Source: an optimization exercise on an open RTL-to-GDS flow (aim: small area, a short achievable clock period and few clock cycles per item). Production flows keep margins and buffers that such runs may drop. Function was checked by simulation only, so behaviour that the tests miss may differ from the original. Power figures rest on the tool's default switching activity, not on a simulated workload.

<file path="config.mk">
export PLATFORM = sky130hd
export DESIGN_NAME = jenc_backend
export DESIGN_NICKNAME = jenc_backend
export VERILOG_FILES = /design/flow/design.v
export SDC_FILE = /design/flow/constraint.sdc
export NUM_CORES = 4
export LEC_CHECK = 0
export ABC_AREA = 1
export CAP_MARGIN = 20
export CORE_MARGIN = 2
export CORE_UTILIZATION = 55
export CTS_CLUSTER_DIAMETER = 100
export CTS_CLUSTER_SIZE = 20
export PLACE_DENSITY = 0.7
export SETUP_SLACK_MARGIN = 4
export SLEW_MARGIN = 20
</file>
<file path="constraint.sdc">
create_clock -name core_clock -period 9.5 [get_ports {clk}]
set_input_delay 1.9000 -clock core_clock [delete_from_list [all_inputs] [get_ports {clk}]]
set_output_delay 1.9000 -clock core_clock [all_outputs]
set_load 0.01 [all_outputs]
</file>
<file path="design.v">
module huff_tables (
    input  logic        dc,
    input  logic        chroma,
    input  logic [3:0]  run,
    input  logic [3:0]  size,
    output logic [4:0]  len,
    output logic [15:0] code
);
always_comb begin
    len = 5'd0;
    code = 16'd0;
    case ({dc, chroma, size})
    6'b0_0_0000: if (&run) begin len = 5'd11; code = 16'b0000011111111001; end
        else begin len = 5'd4; code = 16'b0000000000001010; end
    6'b0_0_0001:
        case (run)
        4'd0: begin len = 5'd3; code = 16'b0000000000000000; end
        4'd1: begin len = 5'd5; code = 16'b0000000000001100; end
        4'd2: begin len = 5'd6; code = 16'b0000000000011100; end
        4'd3: begin len = 5'd7; code = 16'b0000000000111010; end
        4'd4: begin len = 5'd7; code = 16'b0000000000111011; end
        4'd5: begin len = 5'd8; code = 16'b0000000001111010; end
        4'd6: begin len = 5'd8; code = 16'b0000000001111011; end
        4'd7: begin len = 5'd9; code = 16'b0000000011111010; end
        4'd8: begin len = 5'd10; code = 16'b0000000111111000; end
        4'd9: begin len = 5'd10; code = 16'b0000000111111001; end
        4'd10: begin len = 5'd10; code = 16'b0000000111111010; end
        4'd11: begin len = 5'd11; code = 16'b0000001111111001; end
        4'd12: begin len = 5'd11; code = 16'b0000001111111010; end
        4'd13: begin len = 5'd12; code = 16'b0000011111111000; end
        4'd14: begin len = 5'd17; code = 16'b1111111111101011; end
        4'd15: begin len = 5'd17; code = 16'b1111111111110101; end
        endcase
    6'b0_0_0010:
        case (run)
        4'd0: begin len = 5'd4; code = 16'b0000000000000001; end
        4'd1: begin len = 5'd7; code = 16'b0000000000011011; end
        4'd2: begin len = 5'd10; code = 16'b0000000011111001; end
        4'd3: begin len = 5'd11; code = 16'b0000000111110111; end
        4'd4: begin len = 5'd12; code = 16'b0000001111111000; end
        4'd5: begin len = 5'd13; code = 16'b0000011111110111; end
        4'd6: begin len = 5'd14; code = 16'b0000111111110110; end
        4'd7: begin len = 5'd14; code = 16'b0000111111110111; end
        4'd8: begin len = 5'd17; code = 16'b0111111111000000; end
        4'd9: begin len = 5'd18; code = 16'b1111111110111110; end
        4'd10: begin len = 5'd18; code = 16'b1111111111000111; end
        4'd11: begin len = 5'd18; code = 16'b1111111111010000; end
        4'd12: begin len = 5'd18; code = 16'b1111111111011001; end
        4'd13: begin len = 5'd18; code = 16'b1111111111100010; end
        4'd14: begin len = 5'd18; code = 16'b1111111111101100; end
        4'd15: begin len = 5'd18; code = 16'b1111111111110110; end
        endcase
    6'b0_0_0011:
        case (run)
        4'd0: begin len = 5'd6; code = 16'b0000000000000100; end
        4'd1: begin len = 5'd10; code = 16'b0000000001111001; end
        4'd2: begin len = 5'd13; code = 16'b0000001111110111; end
        4'd3: begin len = 5'd15; code = 16'b0000111111110101; end
        4'd4: begin len = 5'd19; code = 16'b1111111110010110; end
        4'd5: begin len = 5'd19; code = 16'b1111111110011110; end
        4'd6: begin len = 5'd19; code = 16'b1111111110100110; end
        4'd7: begin len = 5'd19; code = 16'b1111111110101110; end
        4'd8: begin len = 5'd19; code = 16'b1111111110110110; end
        4'd9: begin len = 5'd19; code = 16'b1111111110111111; end
        4'd10: begin len = 5'd19; code = 16'b1111111111001000; end
        4'd11: begin len = 5'd19; code = 16'b1111111111010001; end
        4'd12: begin len = 5'd19; code = 16'b1111111111011010; end
        4'd13: begin len = 5'd19; code = 16'b1111111111100011; end
        4'd14: begin len = 5'd19; code = 16'b1111111111101101; end
        4'd15: begin len = 5'd19; code = 16'b1111111111110111; end
        endcase
    6'b0_0_0100:
        case (run)
        4'd0: begin len = 5'd8; code = 16'b0000000000001011; end
        4'd1: begin len = 5'd13; code = 16'b0000000111110110; end
        4'd2: begin len = 5'd16; code = 16'b0000111111110100; end
        4'd3: begin len = 5'd20; code = 16'b1111111110001111; end
        4'd4: begin len = 5'd20; code = 16'b1111111110010111; end
        4'd5: begin len = 5'd20; code = 16'b1111111110011111; end
        4'd6: begin len = 5'd20; code = 16'b1111111110100111; end
        4'd7: begin len = 5'd20; code = 16'b1111111110101111; end
        4'd8: begin len = 5'd20; code = 16'b1111111110110111; end
        4'd9: begin len = 5'd20; code = 16'b1111111111000000; end
        4'd10: begin len = 5'd20; code = 16'b1111111111001001; end
        4'd11: begin len = 5'd20; code = 16'b1111111111010010; end
        4'd12: begin len = 5'd20; code = 16'b1111111111011011; end
        4'd13: begin len = 5'd20; code = 16'b1111111111100100; end
        4'd14: begin len = 5'd20; code = 16'b1111111111101110; end
        4'd15: begin len = 5'd20; code = 16'b1111111111111000; end
        endcase
    6'b0_0_0101:
        case (run)
        4'd0: begin len = 5'd10; code = 16'b0000000000011010; end
        4'd1: begin len = 5'd16; code = 16'b0000011111110110; end
        4'd2: begin len = 5'd21; code = 16'b1111111110001001; end
        4'd3: begin len = 5'd21; code = 16'b1111111110010000; end
        4'd4: begin len = 5'd21; code = 16'b1111111110011000; end
        4'd5: begin len = 5'd21; code = 16'b1111111110100000; end
        4'd6: begin len = 5'd21; code = 16'b1111111110101000; end
        4'd7: begin len = 5'd21; code = 16'b1111111110110000; end
        4'd8: begin len = 5'd21; code = 16'b1111111110111000; end
        4'd9: begin len = 5'd21; code = 16'b1111111111000001; end
        4'd10: begin len = 5'd21; code = 16'b1111111111001010; end
        4'd11: begin len = 5'd21; code = 16'b1111111111010011; end
        4'd12: begin len = 5'd21; code = 16'b1111111111011100; end
        4'd13: begin len = 5'd21; code = 16'b1111111111100101; end
        4'd14: begin len = 5'd21; code = 16'b1111111111101111; end
        4'd15: begin len = 5'd21; code = 16'b1111111111111001; end
        endcase
    6'b0_0_0110:
        case (run)
        4'd0: begin len = 5'd13; code = 16'b0000000001111000; end
        4'd1: begin len = 5'd22; code = 16'b1111111110000100; end
        4'd2: begin len = 5'd22; code = 16'b1111111110001010; end
        4'd3: begin len = 5'd22; code = 16'b1111111110010001; end
        4'd4: begin len = 5'd22; code = 16'b1111111110011001; end
        4'd5: begin len = 5'd22; code = 16'b1111111110100001; end
        4'd6: begin len = 5'd22; code = 16'b1111111110101001; end
        4'd7: begin len = 5'd22; code = 16'b1111111110110001; end
        4'd8: begin len = 5'd22; code = 16'b1111111110111001; end
        4'd9: begin len = 5'd22; code = 16'b1111111111000010; end
        4'd10: begin len = 5'd22; code = 16'b1111111111001011; end
        4'd11: begin len = 5'd22; code = 16'b1111111111010100; end
        4'd12: begin len = 5'd22; code = 16'b1111111111011101; end
        4'd13: begin len = 5'd22; code = 16'b1111111111100110; end
        4'd14: begin len = 5'd22; code = 16'b1111111111110000; end
        4'd15: begin len = 5'd22; code = 16'b1111111111111010; end
        endcase
    6'b0_0_0111:
        case (run)
        4'd0: begin len = 5'd15; code = 16'b0000000011111000; end
        4'd1: begin len = 5'd23; code = 16'b1111111110000101; end
        4'd2: begin len = 5'd23; code = 16'b1111111110001011; end
        4'd3: begin len = 5'd23; code = 16'b1111111110010010; end
        4'd4: begin len = 5'd23; code = 16'b1111111110011010; end
        4'd5: begin len = 5'd23; code = 16'b1111111110100010; end
        4'd6: begin len = 5'd23; code = 16'b1111111110101010; end
        4'd7: begin len = 5'd23; code = 16'b1111111110110010; end
        4'd8: begin len = 5'd23; code = 16'b1111111110111010; end
        4'd9: begin len = 5'd23; code = 16'b1111111111000011; end
        4'd10: begin len = 5'd23; code = 16'b1111111111001100; end
        4'd11: begin len = 5'd23; code = 16'b1111111111010101; end
        4'd12: begin len = 5'd23; code = 16'b1111111111011110; end
        4'd13: begin len = 5'd23; code = 16'b1111111111100111; end
        4'd14: begin len = 5'd23; code = 16'b1111111111110001; end
        4'd15: begin len = 5'd23; code = 16'b1111111111111011; end
        endcase
    6'b0_0_1000:
        case (run)
        4'd0: begin len = 5'd18; code = 16'b0000001111110110; end
        4'd1: begin len = 5'd24; code = 16'b1111111110000110; end
        4'd2: begin len = 5'd24; code = 16'b1111111110001100; end
        4'd3: begin len = 5'd24; code = 16'b1111111110010011; end
        4'd4: begin len = 5'd24; code = 16'b1111111110011011; end
        4'd5: begin len = 5'd24; code = 16'b1111111110100011; end
        4'd6: begin len = 5'd24; code = 16'b1111111110101011; end
        4'd7: begin len = 5'd24; code = 16'b1111111110110011; end
        4'd8: begin len = 5'd24; code = 16'b1111111110111011; end
        4'd9: begin len = 5'd24; code = 16'b1111111111000100; end
        4'd10: begin len = 5'd24; code = 16'b1111111111001101; end
        4'd11: begin len = 5'd24; code = 16'b1111111111010110; end
        4'd12: begin len = 5'd24; code = 16'b1111111111011111; end
        4'd13: begin len = 5'd24; code = 16'b1111111111101000; end
        4'd14: begin len = 5'd24; code = 16'b1111111111110010; end
        4'd15: begin len = 5'd24; code = 16'b1111111111111100; end
        endcase
    6'b0_0_1001:
        case (run)
        4'd0: begin len = 5'd25; code = 16'b1111111110000010; end
        4'd1: begin len = 5'd25; code = 16'b1111111110000111; end
        4'd2: begin len = 5'd25; code = 16'b1111111110001101; end
        4'd3: begin len = 5'd25; code = 16'b1111111110010100; end
        4'd4: begin len = 5'd25; code = 16'b1111111110011100; end
        4'd5: begin len = 5'd25; code = 16'b1111111110100100; end
        4'd6: begin len = 5'd25; code = 16'b1111111110101100; end
        4'd7: begin len = 5'd25; code = 16'b1111111110110100; end
        4'd8: begin len = 5'd25; code = 16'b1111111110111100; end
        4'd9: begin len = 5'd25; code = 16'b1111111111000101; end
        4'd10: begin len = 5'd25; code = 16'b1111111111001110; end
        4'd11: begin len = 5'd25; code = 16'b1111111111010111; end
        4'd12: begin len = 5'd25; code = 16'b1111111111100000; end
        4'd13: begin len = 5'd25; code = 16'b1111111111101001; end
        4'd14: begin len = 5'd25; code = 16'b1111111111110011; end
        4'd15: begin len = 5'd25; code = 16'b1111111111111101; end
        endcase
    6'b0_0_1010:
        case (run)
        4'd0: begin len = 5'd26; code = 16'b1111111110000011; end
        4'd1: begin len = 5'd26; code = 16'b1111111110001000; end
        4'd2: begin len = 5'd26; code = 16'b1111111110001110; end
        4'd3: begin len = 5'd26; code = 16'b1111111110010101; end
        4'd4: begin len = 5'd26; code = 16'b1111111110011101; end
        4'd5: begin len = 5'd26; code = 16'b1111111110100101; end
        4'd6: begin len = 5'd26; code = 16'b1111111110101101; end
        4'd7: begin len = 5'd26; code = 16'b1111111110110101; end
        4'd8: begin len = 5'd26; code = 16'b1111111110111101; end
        4'd9: begin len = 5'd26; code = 16'b1111111111000110; end
        4'd10: begin len = 5'd26; code = 16'b1111111111001111; end
        4'd11: begin len = 5'd26; code = 16'b1111111111011000; end
        4'd12: begin len = 5'd26; code = 16'b1111111111100001; end
        4'd13: begin len = 5'd26; code = 16'b1111111111101010; end
        4'd14: begin len = 5'd26; code = 16'b1111111111110100; end
        4'd15: begin len = 5'd26; code = 16'b1111111111111110; end
        endcase
    6'b0_1_0000: if (&run) begin len = 5'd10; code = 16'b0000001111111010; end
        else begin len = 5'd2; code = 16'b0000000000000000; end
    6'b0_1_0001:
        case (run)
        4'd0: begin len = 5'd3; code = 16'b0000000000000001; end
        4'd1: begin len = 5'd5; code = 16'b0000000000001011; end
        4'd2: begin len = 5'd6; code = 16'b0000000000011010; end
        4'd3: begin len = 5'd6; code = 16'b0000000000011011; end
        4'd4: begin len = 5'd7; code = 16'b0000000000111010; end
        4'd5: begin len = 5'd7; code = 16'b0000000000111011; end
        4'd6: begin len = 5'd8; code = 16'b0000000001111001; end
        4'd7: begin len = 5'd8; code = 16'b0000000001111010; end
        4'd8: begin len = 5'd9; code = 16'b0000000011111001; end
        4'd9: begin len = 5'd10; code = 16'b0000000111110111; end
        4'd10: begin len = 5'd10; code = 16'b0000000111111000; end
        4'd11: begin len = 5'd10; code = 16'b0000000111111001; end
        4'd12: begin len = 5'd10; code = 16'b0000000111111010; end
        4'd13: begin len = 5'd12; code = 16'b0000011111111001; end
        4'd14: begin len = 5'd15; code = 16'b0011111111100000; end
        4'd15: begin len = 5'd16; code = 16'b0111111111000011; end
        endcase
    6'b0_1_0010:
        case (run)
        4'd0: begin len = 5'd5; code = 16'b0000000000000100; end
        4'd1: begin len = 5'd8; code = 16'b0000000000111001; end
        4'd2: begin len = 5'd10; code = 16'b0000000011110111; end
        4'd3: begin len = 5'd10; code = 16'b0000000011111000; end
        4'd4: begin len = 5'd11; code = 16'b0000000111110110; end
        4'd5: begin len = 5'd12; code = 16'b0000001111111001; end
        4'd6: begin len = 5'd13; code = 16'b0000011111110111; end
        4'd7: begin len = 5'd13; code = 16'b0000011111111000; end
        4'd8: begin len = 5'd18; code = 16'b1111111110110111; end
        4'd9: begin len = 5'd18; code = 16'b1111111111000000; end
        4'd10: begin len = 5'd18; code = 16'b1111111111001001; end
        4'd11: begin len = 5'd18; code = 16'b1111111111010010; end
        4'd12: begin len = 5'd18; code = 16'b1111111111011011; end
        4'd13: begin len = 5'd18; code = 16'b1111111111100100; end
        4'd14: begin len = 5'd18; code = 16'b1111111111101101; end
        4'd15: begin len = 5'd18; code = 16'b1111111111110110; end
        endcase
    6'b0_1_0011:
        case (run)
        4'd0: begin len = 5'd7; code = 16'b0000000000001010; end
        4'd1: begin len = 5'd11; code = 16'b0000000011110110; end
        4'd2: begin len = 5'd13; code = 16'b0000001111110111; end
        4'd3: begin len = 5'd13; code = 16'b0000001111111000; end
        4'd4: begin len = 5'd19; code = 16'b1111111110010111; end
        4'd5: begin len = 5'd19; code = 16'b1111111110011111; end
        4'd6: begin len = 5'd19; code = 16'b1111111110100111; end
        4'd7: begin len = 5'd19; code = 16'b1111111110101111; end
        4'd8: begin len = 5'd19; code = 16'b1111111110111000; end
        4'd9: begin len = 5'd19; code = 16'b1111111111000001; end
        4'd10: begin len = 5'd19; code = 16'b1111111111001010; end
        4'd11: begin len = 5'd19; code = 16'b1111111111010011; end
        4'd12: begin len = 5'd19; code = 16'b1111111111011100; end
        4'd13: begin len = 5'd19; code = 16'b1111111111100101; end
        4'd14: begin len = 5'd19; code = 16'b1111111111101110; end
        4'd15: begin len = 5'd19; code = 16'b1111111111110111; end
        endcase
    6'b0_1_0100:
        case (run)
        4'd0: begin len = 5'd9; code = 16'b0000000000011000; end
        4'd1: begin len = 5'd13; code = 16'b0000000111110101; end
        4'd2: begin len = 5'd16; code = 16'b0000111111110110; end
        4'd3: begin len = 5'd16; code = 16'b0000111111110111; end
        4'd4: begin len = 5'd20; code = 16'b1111111110011000; end
        4'd5: begin len = 5'd20; code = 16'b1111111110100000; end
        4'd6: begin len = 5'd20; code = 16'b1111111110101000; end
        4'd7: begin len = 5'd20; code = 16'b1111111110110000; end
        4'd8: begin len = 5'd20; code = 16'b1111111110111001; end
        4'd9: begin len = 5'd20; code = 16'b1111111111000010; end
        4'd10: begin len = 5'd20; code = 16'b1111111111001011; end
        4'd11: begin len = 5'd20; code = 16'b1111111111010100; end
        4'd12: begin len = 5'd20; code = 16'b1111111111011101; end
        4'd13: begin len = 5'd20; code = 16'b1111111111100110; end
        4'd14: begin len = 5'd20; code = 16'b1111111111101111; end
        4'd15: begin len = 5'd20; code = 16'b1111111111111000; end
        endcase
    6'b0_1_0101:
        case (run)
        4'd0: begin len = 5'd10; code = 16'b0000000000011001; end
        4'd1: begin len = 5'd16; code = 16'b0000011111110110; end
        4'd2: begin len = 5'd20; code = 16'b0111111111000010; end
        4'd3: begin len = 5'd21; code = 16'b1111111110010001; end
        4'd4: begin len = 5'd21; code = 16'b1111111110011001; end
        4'd5: begin len = 5'd21; code = 16'b1111111110100001; end
        4'd6: begin len = 5'd21; code = 16'b1111111110101001; end
        4'd7: begin len = 5'd21; code = 16'b1111111110110001; end
        4'd8: begin len = 5'd21; code = 16'b1111111110111010; end
        4'd9: begin len = 5'd21; code = 16'b1111111111000011; end
        4'd10: begin len = 5'd21; code = 16'b1111111111001100; end
        4'd11: begin len = 5'd21; code = 16'b1111111111010101; end
        4'd12: begin len = 5'd21; code = 16'b1111111111011110; end
        4'd13: begin len = 5'd21; code = 16'b1111111111100111; end
        4'd14: begin len = 5'd21; code = 16'b1111111111110000; end
        4'd15: begin len = 5'd21; code = 16'b1111111111111001; end
        endcase
    6'b0_1_0110:
        case (run)
        4'd0: begin len = 5'd12; code = 16'b0000000000111000; end
        4'd1: begin len = 5'd18; code = 16'b0000111111110101; end
        4'd2: begin len = 5'd22; code = 16'b1111111110001100; end
        4'd3: begin len = 5'd22; code = 16'b1111111110010010; end
        4'd4: begin len = 5'd22; code = 16'b1111111110011010; end
        4'd5: begin len = 5'd22; code = 16'b1111111110100010; end
        4'd6: begin len = 5'd22; code = 16'b1111111110101010; end
        4'd7: begin len = 5'd22; code = 16'b1111111110110010; end
        4'd8: begin len = 5'd22; code = 16'b1111111110111011; end
        4'd9: begin len = 5'd22; code = 16'b1111111111000100; end
        4'd10: begin len = 5'd22; code = 16'b1111111111001101; end
        4'd11: begin len = 5'd22; code = 16'b1111111111010110; end
        4'd12: begin len = 5'd22; code = 16'b1111111111011111; end
        4'd13: begin len = 5'd22; code = 16'b1111111111101000; end
        4'd14: begin len = 5'd22; code = 16'b1111111111110001; end
        4'd15: begin len = 5'd22; code = 16'b1111111111111010; end
        endcase
    6'b0_1_0111:
        case (run)
        4'd0: begin len = 5'd14; code = 16'b0000000001111000; end
        4'd1: begin len = 5'd23; code = 16'b1111111110001000; end
        4'd2: begin len = 5'd23; code = 16'b1111111110001101; end
        4'd3: begin len = 5'd23; code = 16'b1111111110010011; end
        4'd4: begin len = 5'd23; code = 16'b1111111110011011; end
        4'd5: begin len = 5'd23; code = 16'b1111111110100011; end
        4'd6: begin len = 5'd23; code = 16'b1111111110101011; end
        4'd7: begin len = 5'd23; code = 16'b1111111110110011; end
        4'd8: begin len = 5'd23; code = 16'b1111111110111100; end
        4'd9: begin len = 5'd23; code = 16'b1111111111000101; end
        4'd10: begin len = 5'd23; code = 16'b1111111111001110; end
        4'd11: begin len = 5'd23; code = 16'b1111111111010111; end
        4'd12: begin len = 5'd23; code = 16'b1111111111100000; end
        4'd13: begin len = 5'd23; code = 16'b1111111111101001; end
        4'd14: begin len = 5'd23; code = 16'b1111111111110010; end
        4'd15: begin len = 5'd23; code = 16'b1111111111111011; end
        endcase
    6'b0_1_1000:
        case (run)
        4'd0: begin len = 5'd17; code = 16'b0000000111110100; end
        4'd1: begin len = 5'd24; code = 16'b1111111110001001; end
        4'd2: begin len = 5'd24; code = 16'b1111111110001110; end
        4'd3: begin len = 5'd24; code = 16'b1111111110010100; end
        4'd4: begin len = 5'd24; code = 16'b1111111110011100; end
        4'd5: begin len = 5'd24; code = 16'b1111111110100100; end
        4'd6: begin len = 5'd24; code = 16'b1111111110101100; end
        4'd7: begin len = 5'd24; code = 16'b1111111110110100; end
        4'd8: begin len = 5'd24; code = 16'b1111111110111101; end
        4'd9: begin len = 5'd24; code = 16'b1111111111000110; end
        4'd10: begin len = 5'd24; code = 16'b1111111111001111; end
        4'd11: begin len = 5'd24; code = 16'b1111111111011000; end
        4'd12: begin len = 5'd24; code = 16'b1111111111100001; end
        4'd13: begin len = 5'd24; code = 16'b1111111111101010; end
        4'd14: begin len = 5'd24; code = 16'b1111111111110011; end
        4'd15: begin len = 5'd24; code = 16'b1111111111111100; end
        endcase
    6'b0_1_1001:
        case (run)
        4'd0: begin len = 5'd19; code = 16'b0000001111110110; end
        4'd1: begin len = 5'd25; code = 16'b1111111110001010; end
        4'd2: begin len = 5'd25; code = 16'b1111111110001111; end
        4'd3: begin len = 5'd25; code = 16'b1111111110010101; end
        4'd4: begin len = 5'd25; code = 16'b1111111110011101; end
        4'd5: begin len = 5'd25; code = 16'b1111111110100101; end
        4'd6: begin len = 5'd25; code = 16'b1111111110101101; end
        4'd7: begin len = 5'd25; code = 16'b1111111110110101; end
        4'd8: begin len = 5'd25; code = 16'b1111111110111110; end
        4'd9: begin len = 5'd25; code = 16'b1111111111000111; end
        4'd10: begin len = 5'd25; code = 16'b1111111111010000; end
        4'd11: begin len = 5'd25; code = 16'b1111111111011001; end
        4'd12: begin len = 5'd25; code = 16'b1111111111100010; end
        4'd13: begin len = 5'd25; code = 16'b1111111111101011; end
        4'd14: begin len = 5'd25; code = 16'b1111111111110100; end
        4'd15: begin len = 5'd25; code = 16'b1111111111111101; end
        endcase
    6'b0_1_1010:
        case (run)
        4'd0: begin len = 5'd22; code = 16'b0000111111110100; end
        4'd1: begin len = 5'd26; code = 16'b1111111110001011; end
        4'd2: begin len = 5'd26; code = 16'b1111111110010000; end
        4'd3: begin len = 5'd26; code = 16'b1111111110010110; end
        4'd4: begin len = 5'd26; code = 16'b1111111110011110; end
        4'd5: begin len = 5'd26; code = 16'b1111111110100110; end
        4'd6: begin len = 5'd26; code = 16'b1111111110101110; end
        4'd7: begin len = 5'd26; code = 16'b1111111110110110; end
        4'd8: begin len = 5'd26; code = 16'b1111111110111111; end
        4'd9: begin len = 5'd26; code = 16'b1111111111001000; end
        4'd10: begin len = 5'd26; code = 16'b1111111111010001; end
        4'd11: begin len = 5'd26; code = 16'b1111111111011010; end
        4'd12: begin len = 5'd26; code = 16'b1111111111100011; end
        4'd13: begin len = 5'd26; code = 16'b1111111111101100; end
        4'd14: begin len = 5'd26; code = 16'b1111111111110101; end
        4'd15: begin len = 5'd26; code = 16'b1111111111111110; end
        endcase
    6'b1_0_0000: begin len = 5'd2; code = 16'b0000000000000000; end
    6'b1_0_0001: begin len = 5'd4; code = 16'b0000000000000010; end
    6'b1_0_0010: begin len = 5'd5; code = 16'b0000000000000011; end
    6'b1_0_0011: begin len = 5'd6; code = 16'b0000000000000100; end
    6'b1_0_0100: begin len = 5'd7; code = 16'b0000000000000101; end
    6'b1_0_0101: begin len = 5'd8; code = 16'b0000000000000110; end
    6'b1_0_0110: begin len = 5'd10; code = 16'b0000000000001110; end
    6'b1_0_0111: begin len = 5'd12; code = 16'b0000000000011110; end
    6'b1_0_1000: begin len = 5'd14; code = 16'b0000000000111110; end
    6'b1_0_1001: begin len = 5'd16; code = 16'b0000000001111110; end
    6'b1_0_1010: begin len = 5'd18; code = 16'b0000000011111110; end
    6'b1_0_1011: begin len = 5'd20; code = 16'b0000000111111110; end
    6'b1_1_0000: begin len = 5'd2; code = 16'b0000000000000000; end
    6'b1_1_0001: begin len = 5'd3; code = 16'b0000000000000001; end
    6'b1_1_0010: begin len = 5'd4; code = 16'b0000000000000010; end
    6'b1_1_0011: begin len = 5'd6; code = 16'b0000000000000110; end
    6'b1_1_0100: begin len = 5'd8; code = 16'b0000000000001110; end
    6'b1_1_0101: begin len = 5'd10; code = 16'b0000000000011110; end
    6'b1_1_0110: begin len = 5'd12; code = 16'b0000000000111110; end
    6'b1_1_0111: begin len = 5'd14; code = 16'b0000000001111110; end
    6'b1_1_1000: begin len = 5'd16; code = 16'b0000000011111110; end
    6'b1_1_1001: begin len = 5'd18; code = 16'b0000000111111110; end
    6'b1_1_1010: begin len = 5'd20; code = 16'b0000001111111110; end
    6'b1_1_1011: begin len = 5'd22; code = 16'b0000011111111110; end
    default: ;
    endcase
end
endmodule
module entropy #(
    parameter int DEPTH = 4                 
) (
    input  logic signed [10:0]  q0,
    input  logic signed [10:0]  q1,
    input  logic                q_valid,
    output logic                q_hold,
    input  logic [4:0]          q_cnt,
    input  logic [1:0]          q_chroma,
    input  logic                q_last_mcu,
    output logic [25:0]         out_chunk,      
    output logic [4:0]          out_len,        
    output logic                out_last,       
    output logic                out_valid,
    input  logic                out_take,       
    input  logic                clk,
    input  logic                resetn
);
localparam int AW = 2;                   
typedef struct packed {
    logic               last;
    logic               dc;
    logic [1:0]         chroma;
    logic [1:0]         zrl;
    logic [3:0]         run;
    logic [10:0]        val;
} entry_t;
logic [5:0]     run_r;            
logic           take;
logic           is_dc, is_end, nz0, nz1;
logic           e0, e1;
logic [5:0]     run1;
entry_t         ent0, ent1;
always_comb begin
    take   = q_valid & ~q_hold;
    is_dc  = q_cnt == 5'd0;
    is_end = &q_cnt;
    nz0    = |q0;
    nz1    = |q1;
    e0     = is_dc | nz0;
    e1     = is_end | nz1;
    run1   = e0 ? 6'd0 : run_r + 6'd1;
    ent0.last   = 1'b0;
    ent0.dc     = is_dc;
    ent0.chroma = q_chroma;
    ent0.zrl    = is_dc ? 2'd0 : run_r[5:4];
    ent0.run    = is_dc ? 4'd0 : run_r[3:0];
    ent0.val    = q0;
    ent1.last   = is_end & q_last_mcu;
    ent1.dc     = 1'b0;
    ent1.chroma = q_chroma;
    ent1.zrl    = nz1 ? run1[5:4] : 2'd0;       
    ent1.run    = nz1 ? run1[3:0] : 4'd0;
    ent1.val    = q1;
end
always_ff @(posedge clk)
    if (take)
        run_r <= nz1 ? 6'd0 : run1 + 6'd1;
localparam int NS = DEPTH - 1;
logic [NS-1:0][20:0] mem;         
logic [NS-1:0]  wp, rp;           
logic [1:0]     sc, sc_next;      
logic           hv;               
logic           refill;
function automatic [20:0] rd_mux(input logic [NS-1:0][20:0] m, input logic [NS-1:0] sel);
    rd_mux = '0;
    for (int i = 0; i < NS; i++)
        rd_mux = rd_mux | (m[i] & {21{sel[i]}});
endfunction
logic [AW:0]    cnt, cnt_next;
logic [AW:0]    cnt_c [4];
logic [3:0]     hold_c;
logic           push1, push2;
logic           hold_next;
logic           pop;
entry_t         first;
entry_t         head, head_next;
always_comb begin
    first    = e0 ? ent0 : ent1;
    push1    = take & (e0 ^ e1);
    push2    = take & e0 & e1;
    for (int j = 0; j < 4; j++) begin
        cnt_c[j]  = cnt + (AW+1)'(j) - (AW+1)'(1);
        hold_c[j] = cnt_c[j] > (AW+1)'(DEPTH - 2);
    end
    case ({push2, push1, pop})
        3'b000: begin cnt_next = cnt_c[1]; hold_next = hold_c[1]; end
        3'b001: begin cnt_next = cnt_c[0]; hold_next = hold_c[0]; end
        3'b010: begin cnt_next = cnt_c[2]; hold_next = hold_c[2]; end
        3'b011: begin cnt_next = cnt_c[1]; hold_next = hold_c[1]; end
        3'b100: begin cnt_next = cnt_c[3]; hold_next = hold_c[3]; end
        default: begin cnt_next = cnt_c[2]; hold_next = hold_c[2]; end
    endcase
    refill    = (~hv | pop) & ((sc != 2'd0) | push1 | push2);
    head_next = (sc != 2'd0) ? rd_mux(mem, rp) : first;
    case ({push2, push1, refill})
        3'b000: sc_next = sc;
        3'b001: sc_next = sc - 2'd1;
        3'b010: sc_next = sc + 2'd1;
        3'b011: sc_next = sc;
        3'b100: sc_next = sc + 2'd2;
        default: sc_next = sc + 2'd1;
    endcase
end
always_ff @(posedge clk) begin
    for (int i = 0; i < NS; i++) begin
        if (take & wp[i])
            mem[i] <= first;
        else if (take & wp[(i + NS - 1) % NS])
            mem[i] <= ent1;
    end
    if (refill)
        head <= head_next;
end
always_ff @(posedge clk)
    if (!resetn) begin
        wp     <= NS'(1);
        rp     <= NS'(1);
        sc     <= 2'd0;
        hv     <= 1'b0;
        cnt    <= '0;
        q_hold <= 1'b0;
    end else begin
        if (push2)
            wp <= {wp[NS-3:0], wp[NS-1:NS-2]};
        else if (push1)
            wp <= {wp[NS-2:0], wp[NS-1]};
        if (refill)
            rp <= {rp[NS-2:0], rp[NS-1]};
        sc     <= sc_next;
        hv     <= refill | (hv & ~pop);
        cnt    <= cnt_next;
        q_hold <= hold_next;
    end
function automatic [11:0] sub12(input logic [11:0] a, input logic [11:0] b);
    logic [6:0] lo;
    logic [5:0] hi0, hi1;
    lo  = {1'b0, a[5:0]} + {1'b0, ~b[5:0]} + 7'd1;
    hi0 = a[11:6] + ~b[11:6];
    hi1 = a[11:6] + ~b[11:6] + 6'd1;
    sub12 = {lo[6] ? hi1 : hi0, lo[5:0]};
endfunction
logic signed [10:0] pred0, pred1, pred2;    
logic [1:0]         zc;           
logic               s_valid, s_ready;
logic               s_dc, s_chroma, s_last, s_zrl, s_neg;
logic [3:0]         s_run;
logic [10:0]        s_mag;
logic               h_valid, h_zrl;
logic signed [11:0] v, vn;
logic signed [10:0] p;
logic               c_ready;
always_comb begin
    h_valid = hv;
    h_zrl   = head.zrl != zc;
    case (head.dc ? head.chroma : 2'd3)
        2'd0: p = pred0;
        2'd1: p = pred1;
        2'd2: p = pred2;
        default: p = 11'sd0;
    endcase
    v       = sub12({head.val[10], head.val}, {p[10], p});
    vn      = sub12({p[10], p}, {head.val[10], head.val});
    s_ready = ~s_valid | c_ready;
    pop     = h_valid & s_ready & ~h_zrl;
end
always_ff @(posedge clk)
    if (!resetn) begin
        s_valid <= 1'b0;
        zc      <= 2'd0;
        pred0   <= '0;
        pred1   <= '0;
        pred2   <= '0;
    end else if (s_ready) begin
        s_valid <= h_valid;
        if (h_valid) begin
            if (h_zrl)
                zc <= zc + 2'd1;
            else begin
                zc <= 2'd0;
                if (head.last) begin
                    pred0 <= '0;
                    pred1 <= '0;
                    pred2 <= '0;
                end else if (head.dc)
                    case (head.chroma)
                        2'd0: pred0 <= head.val;
                        2'd1: pred1 <= head.val;
                        default: pred2 <= head.val;
                    endcase
            end
        end
    end
always_ff @(posedge clk)
    if (s_ready & h_valid) begin
        s_dc     <= head.dc;
        s_chroma <= |head.chroma;
        s_last   <= head.last & ~h_zrl;
        s_zrl    <= h_zrl;
        s_run    <= head.run;
        s_neg    <= v[11];
        s_mag    <= h_zrl ? 11'h0 : (v[11] ? vn[10:0] : v[10:0]);
    end
function automatic [3:0] bit_length(input logic [10:0] m);
    bit_length = 0;
    for (int k = 0; k < 11; k++)
        if (m[k])
            bit_length = 4'(k + 1);
endfunction
logic [3:0]     size, a_run;
logic [10:0]    smear, amp;
logic [4:0]     code_len;         
logic [15:0]    code;
always_comb begin
    size  = bit_length(s_mag);
    smear = s_mag;
    for (int k = 9; k >= 0; k--)
        smear[k] = smear[k] | smear[k+1];
    amp   = s_neg ? s_mag ^ smear : s_mag;
    a_run = s_zrl ? 4'hf : s_run;
end
huff_tables ht (
    .dc     (s_dc),
    .chroma (s_chroma),
    .run    (a_run),
    .size   (size),
    .len    (code_len),
    .code   (code)
);
always_comb c_ready = ~out_valid | out_take;
always_ff @(posedge clk)
    if (!resetn)
        out_valid <= 1'b0;
    else if (c_ready)
        out_valid <= s_valid;
always_ff @(posedge clk)
    if (c_ready & s_valid) begin
        out_chunk <= (26'(code) << size) | 26'(amp);
        out_len   <= code_len;
        out_last  <= s_last;
    end
endmodule
module byte_pack #(
    parameter int W = 33                    
) (
    input  logic [25:0]         chunk,          
    input  logic [4:0]          chunk_len,
    input  logic                chunk_last,
    input  logic                chunk_valid,
    output logic                chunk_take,
    output logic [31:0]         out_data,
    output logic                out_tlast,
    output logic                out_valid,
    input  logic                out_hold,
    input  logic                clk,
    input  logic                resetn
);
localparam int NW = 6;                   
logic [W-1:0]   acc;             
logic [NW-1:0]  n;               
logic           flush;           
logic           stuffp;          
logic [1:0]     k;               
logic [NW-4:0]  full;
logic           part;
logic [1:0]     avail;           
logic [15:0]    pad, tb;
logic [7:0]     b0, b1;
logic           ff0, ff1;
always_comb begin
    full  = n[NW-1:3];
    part  = flush & (n[2:0] != 3'd0);
    avail = (full >= 2) ? 2'd2 : 2'(full) + 2'(part);
    if (avail > 2'd2) avail = 2'd2;
    pad   = (flush && n < NW'(16)) ? (16'hffff >> n[3:0]) : 16'h0;
    tb    = acc[W-1 -: 16] | pad;
    b0    = tb[15:8];
    b1    = tb[7:0];
    ff0   = &b0;
    ff1   = &b1;
end
logic [1:0]     e;               
logic [1:0]     d;               
logic [7:0]     x0, x1;
logic           stuffp_n;
logic           one;             
always_comb begin
    one = &k;
    x0 = 8'h00; x1 = 8'h00; e = 2'd0; d = 2'd0; stuffp_n = 1'b0;
    if (out_valid & out_hold) begin
        stuffp_n = stuffp;
    end else if (stuffp) begin
        x0 = 8'h00;
        if (avail != 2'd0 && !one) begin
            x1 = b0; e = 2'd2; d = 2'd1; stuffp_n = ff0;
        end else begin
            e = 2'd1;
        end
    end else if (avail != 2'd0) begin
        x0 = b0;
        if (ff0 & one) begin
            e = 2'd1; d = 2'd1; stuffp_n = 1'b1;
        end else if (ff0) begin
            x1 = 8'h00; e = 2'd2; d = 2'd1;
        end else if (avail == 2'd2 && !one) begin
            x1 = b1; e = 2'd2; d = 2'd2; stuffp_n = ff1;
        end else begin
            e = 2'd1; d = 2'd1;
        end
    end
end
logic [NW-1:0]  n_d;
logic [2:0]     t;
logic           done, push, go;
logic [31:0]    word;
always_comb begin
    case (d)
        2'd0: n_d = n;
        2'd1: n_d = (n > NW'(8))  ? n - NW'(8)  : '0;
        default: n_d = (n > NW'(16)) ? n - NW'(16) : '0;
    endcase
    t     = {1'b0, k} + {1'b0, e};
    done  = flush & (n_d == '0) & ~stuffp_n;
    push  = (t >= 3'd4) | (done & (t != 3'd0));
    go    = 1'b1;
    word  = out_data;
    case (k)
        2'd0: word[31:16] = {x0, x1};
        2'd1: word[23:8]  = {x0, x1};
        2'd2: word[15:0]  = {x0, x1};
        default: word[7:0] = x0;
    endcase
    if (push & (t < 3'd4)) begin
        if (t <= 3'd1) word[23:16] = 8'hff;
        if (t <= 3'd2) word[15:8]  = 8'hff;
        if (t <= 3'd3) word[7:0]   = 8'hff;
    end
end
logic [W+7:0]   ext, ext_d, ins;
logic           fit;
logic [NW:0]    nl;
logic [NW-1:0]  n_new;
logic           fit0, fit1, dge1;
logic [NW-1:0]  nl0, nl1, nl2;
always_comb begin
    nl    = (NW+1)'(n) + (NW+1)'(chunk_len);
    fit0  = nl <= (NW+1)'(W);
    fit1  = nl <= (NW+1)'(W + 8);
    dge1  = ~out_valid & (avail != 2'd0) & ~(stuffp & one);
    nl0   = NW'(nl);
    nl1   = NW'(nl - (NW+1)'(8));
    nl2   = NW'(nl - (NW+1)'(16));
    fit   = fit0 | (dge1 & fit1);
    chunk_take = chunk_valid & ~flush & go & fit;
    ins   = (W+8)'(chunk) << (W + 8 - nl);
    ext   = {acc, 8'h0} | (chunk_take ? ins : '0);
    case (go ? d : 2'd0)
        2'd0: ext_d = ext;
        2'd1: ext_d = ext << 8;
        default: ext_d = ext << 16;
    endcase
    if (chunk_take)
        case (d)
            2'd0: n_new = nl0;
            2'd1: n_new = nl1;
            default: n_new = nl2;
        endcase
    else
        n_new = n_d;
end
always_ff @(posedge clk)
    if (!resetn) begin
        acc       <= '0;
        n         <= '0;
        flush     <= 1'b0;
        stuffp    <= 1'b0;
        k         <= 2'd0;
        out_valid <= 1'b0;
    end else begin
        if (out_valid & ~out_hold)
            out_valid <= 1'b0;
        if (go) begin
            acc    <= ext_d[W+7 -: W];
            n      <= n_new;
            stuffp <= stuffp_n;
            if (chunk_take & chunk_last)
                flush <= 1'b1;
            else if (done & (t <= 3'd4))
                flush <= 1'b0;
            if (push) begin
                out_valid <= 1'b1;
                k         <= 2'd0;
            end else
                k         <= t[1:0];
        end
    end
always_ff @(posedge clk)
    if (e != 2'd0) begin
        out_data  <= word;
        out_tlast <= done;
    end
endmodule
module jenc_backend (
    input  logic               clk,
    input  logic               resetn,
    input  logic signed [10:0] q0,
    input  logic signed [10:0] q1,
    input  logic               q_valid,
    output logic               q_hold,
    input  logic [4:0]         q_cnt,
    input  logic [1:0]         q_chroma,
    input  logic               q_last_mcu,
    output logic [31:0]        out_data,
    output logic               out_tlast,
    output logic               out_valid,
    input  logic               out_hold
);
logic [25:0]    chunk;
logic [4:0]     chunk_len;
logic           chunk_last;
logic           chunk_valid;
logic           chunk_take;
entropy entropy (
    .q0             (q0),
    .q1             (q1),
    .q_valid        (q_valid),
    .q_hold         (q_hold),
    .q_cnt          (q_cnt),
    .q_chroma       (q_chroma),
    .q_last_mcu     (q_last_mcu),
    .out_chunk      (chunk),
    .out_len        (chunk_len),
    .out_last       (chunk_last),
    .out_valid      (chunk_valid),
    .out_take       (chunk_take),
    .clk            (clk),
    .resetn         (resetn)
);
byte_pack byte_pack (
    .chunk          (chunk),
    .chunk_len      (chunk_len),
    .chunk_last     (chunk_last),
    .chunk_valid    (chunk_valid),
    .chunk_take     (chunk_take),
    .out_data       (out_data),
    .out_tlast      (out_tlast),
    .out_valid      (out_valid),
    .out_hold       (out_hold),
    .clk            (clk),
    .resetn         (resetn)
);
endmodule
</file>
<file path="run.sh">
#!/bin/bash
# synth_recipe.tcl (not shown) runs the flow's synth.tcl, then flattens the netlist and writes it again
# the make line also repeats each setting of config.mk as NAME=value (left out here)
make -C /OpenROAD-flow-scripts/flow DESIGN_CONFIG=/design/flow/config.mk WORK_HOME=/design/flow/orfs CLKGATE_MAP_FILE= SYNTH_SCRIPT=/design/flow/synth_recipe.tcl finish
</file>
==> results.toml, run 1 <==
[worst_setup_path]
worstSetupEndpointType = "register"
worstPathMaxFanout = 24
cp.required_ns = 9.61
max_stage_delay_ns = 0.74
cp-start-kind = "input port"
worstSetupPathType = "input port to register"
crit_chain = "clkdlybuf4s50_1 > nor3_1 > nand3_1 > nand3_1 > nor2_1 > nor2_1 > inv_1 > nand2_1 > nand2_4 > inv_1"
cp_slowest_cell = "nand3_1"
crit_arrival_ns = 5.31

[power]
powerDensity_nw_per_um2 = 388.3
clkPwrFrac_pct = 8.5
comb_power_share_pct = 67.0
power_mw = 8.678
ir_drop_mv = 0.2474
leakagePower_nw = 9.984
p_seq_share_pct = 24.5
p_int_mw = 3.851
switchingPower_mw = 4.826
switching_share_pct = 55.62

[routing]
drcViolationCount = 0
initialDrtViolationCount = 3150
vias = 22350
ant_nets = 0
via_per_inst = 6.174
wire_per_inst_um = 20.06
first_pass_iters = 6
routed_wl_um = 72630

[synthesis]
syn_inst = 3112
syn_area_um2 = 20880
syn_nets = 3227
synth_fa_ha_area_share_pct = 5.069
synth-simple-area-share_pct = 36.53
synthArstFlopShare_pct = 0
syn_area_per_cell_um2 = 6.711
ys_ff_latch = 269
synth_compound_area_share_pct = 14.46
ys_warn_count = 4
synth_edf_count = 175
synth_xor_area_share_pct = 0.8328
synth.yosys.seq_area_share_pct = 34.17
muxShareOfSynthArea_pct = 0.1438
synth_top_family_by_area = "simple AND/OR/NAND/NOR gates"
ys.flop_type = "edfxtp_1"
yosysUniqueCellTypes = 67

[clocking]
clk_latency_ns = 0.51
postCtsSetupRepairBufs = 0
clockBufferDepth = 3
clock-root-buffer = "clkbuf_16"
cts_sinks = 269
cts_hold_buf = 0
cts-buffers-inserted = 17
cts_resized = 0
htreeDepth = 1
path_clk_slew_ns = 0.08
cts_tree = "yes"

[sta]
finalSetupViolCount = 0
fin_tns_setup_ns = 0
hold_violations = 0
fmax_mhz = 192.4
maxSlewHeadroom_pct = 26.02
period_share_pct = 54.72
fin_crit_ns = 5.198
tightest_slew_ns = 1.108
fin_worst_skew_ns = 0.03501
drv_slew = 0
whs_ns = 0.4373
rsz0062_at_grt = "no"

[final_layout]
final_net_count = 3214
n_antenna_cell = 0
n_fill_cell = 3572
drive_gt1_share_pct = 4.053
area_growth_pct = 7.022
fin_util_pct = 59.62
fin_cells = 3620

[run_status]
outcome = "finished clean"

[flow_run]
maxCapViolations = 0

[place]
place_inst = 3591
dp_hpwl_um = 53140
io_buffers = 68
place.gp.congestion = 1.075

[floorplan]
die_w_um = 198.9
die-area_um2 = 39550
num_io_pins = 69
start_util_pct = 55.71
die_h_um = 198.9
core_area_um2 = 37490
num_rows = 71

[grt]
grt_overflow = 0
grt_usage_pct = 36.29
antenna_found_initial = 0
grt_max_degree = 60
first_global_vias = 20500
grt_first_pass_wirelength_um = 112900

[hold_path]
hold_path_class = "register to register"
per-stage QoR:
stage	cell area [um2]	worst slack, ns
floorplan	20880	5.209
global placement	21870	3.975
finish	22350	4.302
global route	22350	4.015
detailed placement	21870	3.914
CTS	22350	4.413
per-layer routing:
layer	global-route usage, %	up-vias	wire length [um]
li1	-	10440	-
met1	47.92	10320	28910
met2	59.03	1345	32920
met3	5.816	246	7176
met4	15.53	0	3615
met5	0	-	0
cell usage after synthesis (4+ instances only):
cell type / instances / area share, %
o21ai_1: 10 / 0.24
nand2_1: 773 / 14
nand2_4: 6 / 0.32
nor2_2: 11 / 0.33
clkinv_1: 8 / 0.14
nor2_1: 383 / 6.9
buf_2: 26 / 0.62
buf_1: 18 / 0.32
nor4_1: 9 / 0.27
nor3b_1: 4 / 0.14
o21bai_1: 10 / 0.36
nand3b_1: 10 / 0.36
a21oi_1: 187 / 4.5
a31oi_1: 37 / 1.1
o22ai_1: 21 / 0.63
dfxtp_1: 94 / 9.0
a22oi_1: 7 / 0.25
clkbuf_1: 75 / 1.3
o211ai_1: 12 / 0.43
nand4_1: 62 / 1.9
xnor2_1: 7 / 0.29
a211oi_1: 11 / 0.40
o2111ai_1: 4 / 0.17
or2_2: 10 / 0.30
o31ai_1: 5 / 0.18
fa_1: 6 / 0.58
nand3_1: 387 / 9.3
nand2_2: 15 / 0.45
xor2_1: 11 / 0.46
inv_1: 327 / 5.9
edfxtp_1: 175 / 25
nor3_1: 44 / 1.1
ha_1: 75 / 4.5
a32oi_1: 4 / 0.17
a221oi_1: 20 / 0.84
inv_2: 12 / 0.22
o21ai_0: 180 / 4.3
o21a_1: 8 / 0.29
logic make-up (layout without fill, tap and decap cells):
family,count (synthesis),count (layout)
buffers and inverters,472,469
adder cells (fa/ha/maj),81,81
AND/OR/NAND/NOR,1737,1737
AO/OA/AOI/OAI,531,531
flip-flops,269,269
multiplexers,3,3
XOR/XNOR,19,19
cell usage in the layout (no fill, tap or decap), types with 11 or more instances in the layout:
master	instances
nor3_1	44
ha_1	75
clkbuf_16	17
o21ai_0	180
inv_2	12
buf_4	24
nand3_1	387
nor2_2	14
dfxtp_1	94
nand2_1	773
inv_1	326
o22ai_1	21
a211oi_1	11
a31oi_1	37
o211ai_1	12
nand2_2	15
nand4_1	62
a21oi_1	186
nor2_1	380
clkdlybuf4s50_1	67
a221oi_1	20
edfxtp_1	175
critical path, delay by kind of cell:
kind | cells | cell delay [ns]
AND/OR/NAND/NOR | 7 | 2.13
buffers and inverters | 3 | 1.25
power groups by stage:
stage / Clock, mW / Sequential (mW) / Combinational [mW]
6_report: 0.738 / 2.12 / 5.82
5_1_grt: 0.780 / 2.16 / 6.41
4_1_cts: 0.740 / 2.11 / 5.63
3_5_place_dp: 0 / 2.14 / 5.60
3_3_place_gp: 0 / 2.13 / 5.54
2_1_floorplan: 0 / 2.02 / 4.06
worst paths after layout:
path	start	cells past startpoint	to	slack, ns
min	entropy.head[14]	0	entropy.s_run[3]	0.44
max	q_cnt[4]	10	entropy.head[15]	4.30
min reg2reg	entropy.head[14]	0	entropy.s_run[3]	0.44
max reg2reg	byte_pack.n[0]	19	byte_pack.acc[9]	4.75
layout make-up:
cell class	instances	area, um2	share of cell area [%]
repair buffers	92	855.8	3.829
well taps	511	639.4	2.861
multi-input cells	2371	11930	53.38
clock buffers	27	462.9	2.071
clock inverters	2	13.76	0.06158
flip-flops and latches	269	7137	31.93
inverters	348	1311	5.867
flip-flops by register name (all words and copies together), names as in the netlist, 4 cells and up:
register,flops
byte_pack.acc,33
entropy.pred2,11
byte_pack.out_data,32
entropy.mem,63
byte_pack.n,6
entropy.pred1,11
entropy.out_len,5
entropy.run_r,6
entropy.s_mag,11
entropy.out_chunk,26
entropy.head,21
entropy.s_run,4
entropy.pred0,11
Testbench counts, summed over its fixed seeds: cycles 25,756, blocks 768.
==> run 2, diff against run 1 <==
--- a/config.mk
+++ b/config.mk
@@ -12,5 +12,5 @@
 export CTS_CLUSTER_DIAMETER = 100
 export CTS_CLUSTER_SIZE = 20
 export PLACE_DENSITY = 0.7
-export SETUP_SLACK_MARGIN = 4
+export SETUP_SLACK_MARGIN = 5
 export SLEW_MARGIN = 20
==> results.toml, run 2 <==
[synthesis]
synthArstFlopShare_pct = 0
yosysUniqueCellTypes = 67
ys.flop_type = "edfxtp_1"
syn_area_um2 = 20880
synth.yosys.seq_area_share_pct = 34.17
ys_ff_latch = 269
yosys-top-cells-count = "nand2_1, nand3_1, nor2_1"
synth.top_cell.area_share_pct = 25.16
yosysMostFrequentCell = "nand2_1"
synth_edf_count = 175
syn_area_per_cell_um2 = 6.711
syn_nets = 3227
ys_top_cells_by_area = "edfxtp_1, nand2_1, nand3_1"
ys_warn_count = 4
syn_inst = 3112
yosysTopAreaCell = "edfxtp_1"

[place]
place_inst = 3591
io_buffers = 68
place.gp.congestion = 1.075
dp_hpwl_um = 53140

[flow_run]
maxCapViolations = 0

[clocking]
htreeDepth = 1
clock-root-buffer = "clkbuf_16"
cts_tree = "yes"
clk_latency_ns = 0.51
cts_sinks = 269
clockBufferDepth = 3
path_clk_slew_ns = 0.09
cts-buffers-inserted = 17

[worst_setup_path]
worstSetupPathType = "register to register"
cp.required_ns = 9.76
crit_arrival_ns = 4.72
worstPathMaxFanout = 25
cp-start-kind = "register"
worstSetupEndpointType = "register"

[sta]
whs_ns = 0.4367
fin_worst_skew_ns = 0.02940
fin_tns_setup_ns = 0
rsz0062_at_grt = "yes"
drv_slew = 0
period_share_pct = 47.01
fin_crit_ns = 4.466
tightest_slew_ns = 1.058
maxSlewHeadroom_pct = 29.37
fmax_mhz = 223.9
hold_violations = 0
finalSetupViolCount = 0

[final_layout]
drive_gt1_share_pct = 5.376
fin_cells = 3636
top_register = "entropy.mem"
area_growth_pct = 8.370
largest_register_ffs = 63
largestRegisters = "entropy.mem: 63 flops, byte_pack.acc: 33 flops, byte_pack.out_data: 32 flops"
n_fill_cell = 3537
final_common_cell = "nand2_1"
final_net_count = 3230
mostFrequentLayoutCells = "nand2_1, nand3_1, nor2_1"
n_antenna_cell = 0

[grt]
first_global_vias = 20510
grt_first_pass_wirelength_um = 113200
antenna_found_initial = 0
grt_usage_pct = 36.39
grt_max_degree = 60
grt_overflow = 0

[floorplan]
die-area_um2 = 39550
core_area_um2 = 37490
num_io_pins = 69
die_h_um = 198.9
num_rows = 71
die_w_um = 198.9
start_util_pct = 55.71

[power]
switching_share_pct = 55.56
comb_power_share_pct = 67.4
powerDensity_nw_per_um2 = 387.2
ir_drop_mv = 0.2564
leakagePower_nw = 10.07
clkPwrFrac_pct = 8.4
p_seq_share_pct = 24.2
p_int_mw = 3.894
switchingPower_mw = 4.868

[run_status]
outcome = "finished clean"

[routing]
vias = 22370
via_per_inst = 6.151
drcViolationCount = 0
wire_per_inst_um = 20.09
initialDrtViolationCount = 2938
routed_wl_um = 73040
ant_nets = 0
first_pass_iters = 8

[hold_path]
hold_path_class = "register to register"
-- run 2: cell types whose count changed in the layout (fill, tap and decap cells not counted), sizes merged --
cell	before	now
nor2	398	399
clkinv	10	7
clkinvlp	0	6
inv	340	338
buf	25	39
-- run 2: power by group through the flow --
stage | clock network, mW | registers, mW | logic (mW)
floorplan | 0 | 2.02 | 4.06
global placement | 0 | 2.13 | 5.54
detailed placement | 0 | 2.14 | 5.60
CTS | 0.740 | 2.11 | 5.65
global route | 0.780 | 2.16 | 6.49
finish | 0.738 | 2.12 | 5.90
-- run 2: final timing paths --
kind | endpoint | cells after the start | startpoint | slack (ns)
worst max-delay path | entropy.out_chunk[5] | 17 | entropy.s_run[2] | 5.03
worst min-delay path | entropy.s_run[3] | 0 | entropy.head[14] | 0.44
worst max register to register | entropy.out_chunk[5] | 17 | entropy.s_run[2] | 5.03
worst min register to register | entropy.s_run[3] | 0 | entropy.head[14] | 0.44
-- run 2: repair_timing --
item,4_1_cts,5_1_grt
buffers inserted,3,11
hold buffers,0,0
pin swaps,2,4
resized for setup,6,33
setup endpoints to repair,127,196
gates cloned,2,0
-- run 2: final cells by class --
cell class / instances / area [um2] / area share, %
multi-input cells: 2372 / 12030 / 53.16
clock inverters: 2 / 13.76 / 0.06081
clock buffers: 27 / 462.9 / 2.046
well taps: 511 / 639.4 / 2.825
repair buffers: 106 / 1002 / 4.428
repair inverters: 1 / 7.507 / 0.03317
inverters: 348 / 1338 / 5.910
flip-flops and latches: 269 / 7137 / 31.53
-- run 2: per-stage QoR --
stage	util (%)	total power [mW]	worst slack [ns]	area [um2]
floorplan	-	6.085	5.209	20880
global placement	58.35	7.666	3.975	21870
detailed placement	58.35	7.743	3.914	21870
CTS	59.80	8.506	4.835	22420
global route	60.37	9.432	4.962	22630
finish	60.37	8.762	5.034	22630
-- run 2: cell families (layout without fill, tap and decap cells) --
group,after synthesis,in the layout,share of synthesized area (%)
DFF,269,269,34.17
xor gates and xnor gates,19,19,0.8328
adders and majority gates,81,81,5.069
muxes,3,3,0.1438
buffers and inverters,472,484,8.789
AOI/OAI and AO/OA,531,531,14.46
and+or+nand+nor,1737,1738,36.53
-- run 2: worst max-delay path: stages (launching register included) --
cell and delay, ns:
edfxtp_1 0.54, nor2_2 0.13, buf_4 0.32, inv_1 0.42
nor2_1 0.40, inv_1 0.15, nor2_1 0.52, inv_1 0.40
nand2_1 0.16, nand3b_1 0.09, nor2_1 0.09, nand3b_1 0.10
nor2_1 0.31, nand3_1 0.18, nand2_1 0.10, nand2_1 0.08
nand3_1 0.15, nand3_1 0.09
-- run 2: metal layers --
| metal | vias to the layer above | track usage, % | share of wire [%] |
|---|---|---|---|
| met5 | - | 0 | 0 |
| met4 | 0 | 15.26 | 4.9 |
| met3 | 245 | 5.646 | 9.7 |
| met2 | 1328 | 59.38 | 46 |
| met1 | 10310 | 48.13 | 39 |
| li1 | 10480 | - | - |
==> run 3, diff against run 2 <==
--- a/config.mk
+++ b/config.mk
@@ -10,7 +10,7 @@
 export CORE_MARGIN = 2
 export CORE_UTILIZATION = 55
 export CTS_CLUSTER_DIAMETER = 100
-export CTS_CLUSTER_SIZE = 20
+export CTS_CLUSTER_SIZE = 26
 export PLACE_DENSITY = 0.7
 export SETUP_SLACK_MARGIN = 5
 export SLEW_MARGIN = 20
==> results.toml, run 3 <==
[worst_setup_path]
max_stage_delay_ns = 0.54
crit_arrival_ns = 4.67
timing.rr.start = "entropy.s_run[2]"
cp-start-kind = "register"
crit_family = "simple AND/OR/NAND/NOR gates"
reg2reg_to = "entropy.out_chunk[11]"
worstPathMaxFanout = 25
crit_chain = "nor2_2 > buf_4 > inv_1 > nor2_1 > inv_1 > nor2_1 > inv_1 > nand3_1 > nand2_1 > nor2_1 > nand3_1 > nor2_1 > nand4_1 > nand2_1 > nand2_1 > nand3_1 > nand3_1"
r2r_cells = 17
path_buf_inv = 4
worstSetupPathType = "register to register"
worstSetupEndpointType = "register"
cp.required_ns = 9.75
cp_slowest_cell = "edfxtp_1"
r2r_slack_ns = 5.08

[grt]
groute.layer.met3.usage_pct = 5.731
grt_overflow = 0
gr-usage-met2_pct = 58.82
first_global_vias = 20430
grt_max_degree = 60
grt-busiest-layer = "met2"
antenna_found_initial = 0
use_met1_pct = 48.30
grt_first_pass_wirelength_um = 113000
grt_usage_pct = 36.31

[synthesis]
synth_top_family_by_area = "simple AND/OR/NAND/NOR gates"
ys_top_cells_by_area = "edfxtp_1, nand2_1, nand3_1"
syn_inst = 3112
syn_area_per_cell_um2 = 6.711
synth_edf_count = 175
synthArstFlopShare_pct = 0
ys_ff_latch = 269
synth.top_cell.area_share_pct = 25.16
synth-simple-area-share_pct = 36.53
synth_compound_area_share_pct = 14.46
yosysMostFrequentCell = "nand2_1"
synth_xor_area_share_pct = 0.8328
yosysTopAreaCell = "edfxtp_1"
ys_warn_count = 4
ys.flop_type = "edfxtp_1"
yosysUniqueCellTypes = 67
syn_nets = 3227
synth.yosys.seq_area_share_pct = 34.17
syn_area_um2 = 20880
muxShareOfSynthArea_pct = 0.1438
yosys-top-cells-count = "nand2_1, nand3_1, nor2_1"
synth_fa_ha_area_share_pct = 5.069

[hold_path]
hold_path_class = "register to register"
hold_path_end = "entropy.s_run[2]"
hold_start = "entropy.head[13]"
holdPathStages = 0

[floorplan]
num_rows = 71
die_w_um = 198.9
num_io_pins = 69
core_area_um2 = 37490
start_util_pct = 55.71
die-area_um2 = 39550
die_h_um = 198.9

[clocking]
cts-buffers-inserted = 15
clock-root-buffer = "clkbuf_16"
clockBufferDepth = 3
cts_sinks = 269
htreeDepth = 1
cts_tree = "yes"
clk_latency_ns = 0.51
path_clk_slew_ns = 0.09
cts_hold_buf = 0

[final_layout]
mostFrequentLayoutCells = "nand2_1, nand3_1, nor2_1"
final_net_count = 3232
largestRegisters = "entropy.mem: 63 flops, byte_pack.acc: 33 flops, byte_pack.out_data: 32 flops"
fin_cells = 3636
n_fill_cell = 3547
drive_gt1_share_pct = 5.568
area_growth_pct = 8.358
top_register = "entropy.mem"
final_common_cell = "nand2_1"
finish.instance_area_um2 = 22630
largest_register_ffs = 63
n_antenna_cell = 0

[sta]
fin_worst_skew_ns = 0.02653
tightest_slew_ns = 1.047
period_share_pct = 46.55
drv_slew = 0
fin_crit_ns = 4.422
fmax_mhz = 226.1
fin_tns_setup_ns = 0
rsz0062_at_grt = "yes"
hold_violations = 0
finalSetupViolCount = 0
maxSlewHeadroom_pct = 30.13

[flow_run]
maxCapViolations = 0

[routing]
via_per_inst = 6.190
routed_wl_um = 72800
wire_per_inst_um = 20.02
ant_nets = 0
first_pass_iters = 7
initialDrtViolationCount = 2930
drcViolationCount = 0
vias = 22510

[power]
leakagePower_nw = 10.07
powerDensity_nw_per_um2 = 386.6
ir_drop_mv = 0.2587

[run_status]
outcome = "finished clean"

[place]
place_inst = 3591
dpl_cell_area_um2 = 21870
place.gp.congestion = 1.075
dp_hpwl_um = 53140
io_buffers = 68
run 3: routing by layer:
metal  share of wire [%]  vias up  routed length [um]
li1                    -    10480                   -
met2                  46     1367               33210
met4                 4.8        0                3500
met5                   0        -                   0
met3                 9.9      246                7218
met1                  40    10410               28880
run 3: cell families (layout without fill, tap and decap cells):
| group | after synthesis | count (layout) |
|---|---|---|
| flip-flops | 269 | 269 |
| adder cells (fa/ha/maj) | 81 | 81 |
| buffers and inverters | 472 | 484 |
| AND/OR/NAND/NOR | 1737 | 1738 |
| XOR/XNOR | 19 | 19 |
| multiplexers | 3 | 3 |
| AO/OA/AOI/OAI | 531 | 531 |
run 3: how the worst max path moves through the flow:
stage,from,endpoint,cells past startpoint
after floorplan,byte_pack.n[0],entropy.out_chunk[0],12
after global placement,q_cnt[4],entropy.head[14],10
after detailed placement,q_cnt[4],entropy.head[12],10
after CTS,q_valid,entropy.mem[14],5
after global routing,byte_pack.n[0],byte_pack.acc[28],22
final,entropy.s_run[2],entropy.out_chunk[11],17
run 3: layout make-up:
| class | count | area, um2 | area share [%] |
|---|---|---|---|
| multi-input combinational | 2372 | 12030 | 53.17 |
| tap | 511 | 639.4 | 2.825 |
| clock buffer | 20 | 394.1 | 1.742 |
| timing repair buffer | 110 | 1020 | 4.506 |
| clock inverter | 5 | 58.81 | 0.2599 |
| sequential | 269 | 7137 | 31.54 |
| inverter | 348 | 1341 | 5.927 |
| timing repair inverter | 1 | 7.507 | 0.03317 |
run 3: through the flow:
step                total power, mW  hold WS (ns)  util, %  setup slack, ns
floorplan                     6.085        0.4003        -            5.209
global placement              7.666        0.4055    58.35            3.975
detailed placement            7.743        0.4202    58.35            3.914
CTS                           8.486        0.4529    59.74            4.853
global route                  9.421        0.4560    60.36            4.934
finish                        8.749        0.4478    60.36            5.078
run 3: where the power goes:
part	internal (mW)	switching (mW)
combinational	1.75	4.17
sequential	1.81	0.307
clock	0.307	0.408
total	3.87	4.88
run 3: repair_timing:
action / 4_1_cts / 5_1_grt
gates resized for setup: 6 / 34
cloned: 2 / 0
setup buffers: 3 / 15
setup endpoints to repair: 128 / 196
pin swaps: 2 / 4
==> run 4, diff against run 3 <==
--- a/config.mk
+++ b/config.mk
@@ -6,11 +6,11 @@
 export NUM_CORES = 4
 export LEC_CHECK = 0
 export ABC_AREA = 1
-export CAP_MARGIN = 20
+export CAP_MARGIN = 5
 export CORE_MARGIN = 2
 export CORE_UTILIZATION = 55
 export CTS_CLUSTER_DIAMETER = 100
 export CTS_CLUSTER_SIZE = 26
 export PLACE_DENSITY = 0.7
 export SETUP_SLACK_MARGIN = 5
-export SLEW_MARGIN = 20
+export SLEW_MARGIN = 5
==> results.toml, run 4 <==
[grt]
grt_usage_pct = 36.31
antenna_found_initial = 0
grt_overflow = 0
grt_max_degree = 60
grt_first_pass_wirelength_um = 113000
first_global_vias = 20430

[place]
dp_hpwl_um = 53140
place.gp.congestion = 1.075
dpl_cell_area_um2 = 21870
place_ws_ns = 3.914
io_buffers = 68

[sta]
fmax_mhz = 226.1
hold_violations = 0
finalSetupViolCount = 0
tightest_slew_ns = 1.047
whs_ns = 0.4478
maxSlewHeadroom_pct = 30.13
rsz0062_at_grt = "yes"
drv_slew = 0
fin_crit_ns = 4.422
fin_tns_setup_ns = 0
finalWorstSetupSlack_ns = 5.078
fin_worst_skew_ns = 0.02653
period_share_pct = 46.55

[floorplan]
num_io_pins = 69
die_w_um = 198.9
die_h_um = 198.9
die-area_um2 = 39550
core_area_um2 = 37490
start_util_pct = 55.71
num_rows = 71

[synthesis]
synth_compound_area_share_pct = 14.46
synth.yosys.seq_area_share_pct = 34.17
ys_ff_latch = 269
syn_nets = 3227
yosysTopAreaCell = "edfxtp_1"
ys.flop_type = "edfxtp_1"
yosysMostFrequentCell = "nand2_1"
ys_top_cells_by_area = "edfxtp_1, nand2_1, nand3_1"
yosysUniqueCellTypes = 67
synth.top_cell.area_share_pct = 25.16
syn_area_um2 = 20880
synth_xor_area_share_pct = 0.8328
synth_edf_count = 175
synthArstFlopShare_pct = 0
synth_top_family_by_area = "simple AND/OR/NAND/NOR gates"
ys_warn_count = 4
syn_inst = 3112
muxShareOfSynthArea_pct = 0.1438
synth_fa_ha_area_share_pct = 5.069
yosys-top-cells-count = "nand2_1, nand3_1, nor2_1"
synth-simple-area-share_pct = 36.53
syn_area_per_cell_um2 = 6.711

[worst_setup_path]
max_stage_delay_ns = 0.54
cp.required_ns = 9.75
crit_chain = "nor2_2 > buf_4 > inv_1 > nor2_1 > inv_1 > nor2_1 > inv_1 > nand3_1 > nand2_1 > nor2_1 > nand3_1 > nor2_1 > nand4_1 > nand2_1 > nand2_1 > nand3_1 > nand3_1"
cp-start-kind = "register"
crit_arrival_ns = 4.67
worstSetupEndpointType = "register"
worstSetupPathType = "register to register"
worstPathMaxFanout = 25
cp_slowest_cell = "edfxtp_1"

[clocking]
clock-root-buffer = "clkbuf_16"
clockBufferDepth = 3
cts_tree = "yes"
cts_sinks = 269
htreeDepth = 1
cts_hold_buf = 0
path_clk_slew_ns = 0.09
clk_latency_ns = 0.51
cts-buffers-inserted = 15

[final_layout]
largestRegisters = "entropy.mem: 63 flops, byte_pack.acc: 33 flops, byte_pack.out_data: 32 flops"
final_net_count = 3232
n_fill_cell = 3547
n_antenna_cell = 0
final_common_cell = "nand2_1"
top_register = "entropy.mem"
area_growth_pct = 8.358
mostFrequentLayoutCells = "nand2_1, nand3_1, nor2_1"
largest_register_ffs = 63
drive_gt1_share_pct = 5.568
finish.instance_area_um2 = 22630

[routing]
via_per_inst = 6.190
routed_wl_um = 72800
drcViolationCount = 0
ant_nets = 0
vias = 22510
initialDrtViolationCount = 2930
wire_per_inst_um = 20.02
first_pass_iters = 7

[power]
power_mw = 8.749
powerDensity_nw_per_um2 = 386.6
ir_drop_mv = 0.2587
leakagePower_nw = 10.07

[hold_path]
hold_path_class = "register to register"

[run_status]
outcome = "finished clean"

[flow_run]
maxCapViolations = 0
run 4: cell counts after synthesis:
No cell type changed its count.
run 4: cell families after synthesis:
family          count (synthesis)
simple gates                 1737
buf+inv                       472
fa+ha+maj                      81
compound gates                531
flops                         269
mux                             3
xor+xnor                       19
run 4: final timing paths:
check | from | endpoint | slack (ns) | cells after the start
hold reg to reg | entropy.head[13] | entropy.s_run[2] | 0.45 | 0
setup / recovery | entropy.s_run[2] | entropy.out_chunk[11] | 5.08 | 17
setup reg to reg | entropy.s_run[2] | entropy.out_chunk[11] | 5.08 | 17
hold / removal | entropy.head[13] | entropy.s_run[2] | 0.45 | 0
run 4: critical path: cells and delay by family (launching register included):
family / cells / cell delay, ns
buffers and inverters: 4 / 1.28
flip-flops: 1 / 0.54
AND/OR/NAND/NOR: 13 / 2.33
run 4: cell type report:
type | count | area, um2 | share of cell area [%]
clock buffers | 20 | 394.1 | 1.742
clock inverters | 5 | 58.81 | 0.2599
inverters | 348 | 1341 | 5.927
multi-input cells | 2372 | 12030 | 53.17
flip-flops and latches | 269 | 7137 | 31.54
well taps | 511 | 639.4 | 2.825
repair buffers | 110 | 1020 | 4.506
repair inverters | 1 | 7.507 | 0.03317
run 4: what timing repair did:
action,CTS,global route
buffers inserted,3,15
endpoints found under the setup margin,128,196
cloned,2,0
pin swaps,2,4
resized for setup,6,34
run 4: per-stage QoR:
stage          std cells  util [%]
4_1_cts             3621     59.74
3_5_place_dp        3591     58.35
6_report            3636     60.36
2_1_floorplan       3112         -
3_3_place_gp        3591     58.35
5_1_grt             3636     60.36
run 4: metal layers:
layer	vias to the layer above	share of wire, %	global-route usage [%]
met3	246	9.9	5.731
met1	10410	40	48.30
met5	-	0	0
met4	0	4.8	15.28
met2	1367	46	58.82
li1	10480	-	-
run 4: where the power goes:
group	internal [mW]	total (mW)	switching [mW]
Sequential	1.81	2.12	0.307
Clock	0.307	0.715	0.408
Combinational	1.75	5.91	4.17
Total	3.87	8.75	4.88

[re-timing with driven ports]
No port has a modelled driver above. Below, the same layouts with a new extraction and two added sets of constraints.
Step 1: set_driving_cell puts a clkbuf_16 on clk and a buf_2 on each other input, an assumption about the parent block.
Step 2 moves the port delays by t, midway between the first and last clock arrival at a register: inputs arrive t later, outputs are due t later. That takes back most of the time a late clock gives input paths.
a / b / c = ideal / step 1 / step 2; a / b = the first two.
| run | t, ns | setup slack, ns | worst data-port slew with drivers (ns) |
|---|---|---|---|
| run 1 | 0.547 | 4.302 / 4.333 / 3.785 | 0.04 |
| run 2 | 0.546 | 5.034 / 5.034 / 4.675 | 0.04 |
| run 3 | 0.549 | 5.078 / 5.078 / 4.706 | 0.04 |
| run 4 | 0.549 | 5.078 / 5.078 / 4.706 | 0.04 |
After both steps every run listed still meets setup and hold. For run 1, which loses most, drivers alone change the setup slack by +0.031 ns; drivers and shift together by -0.517 ns.
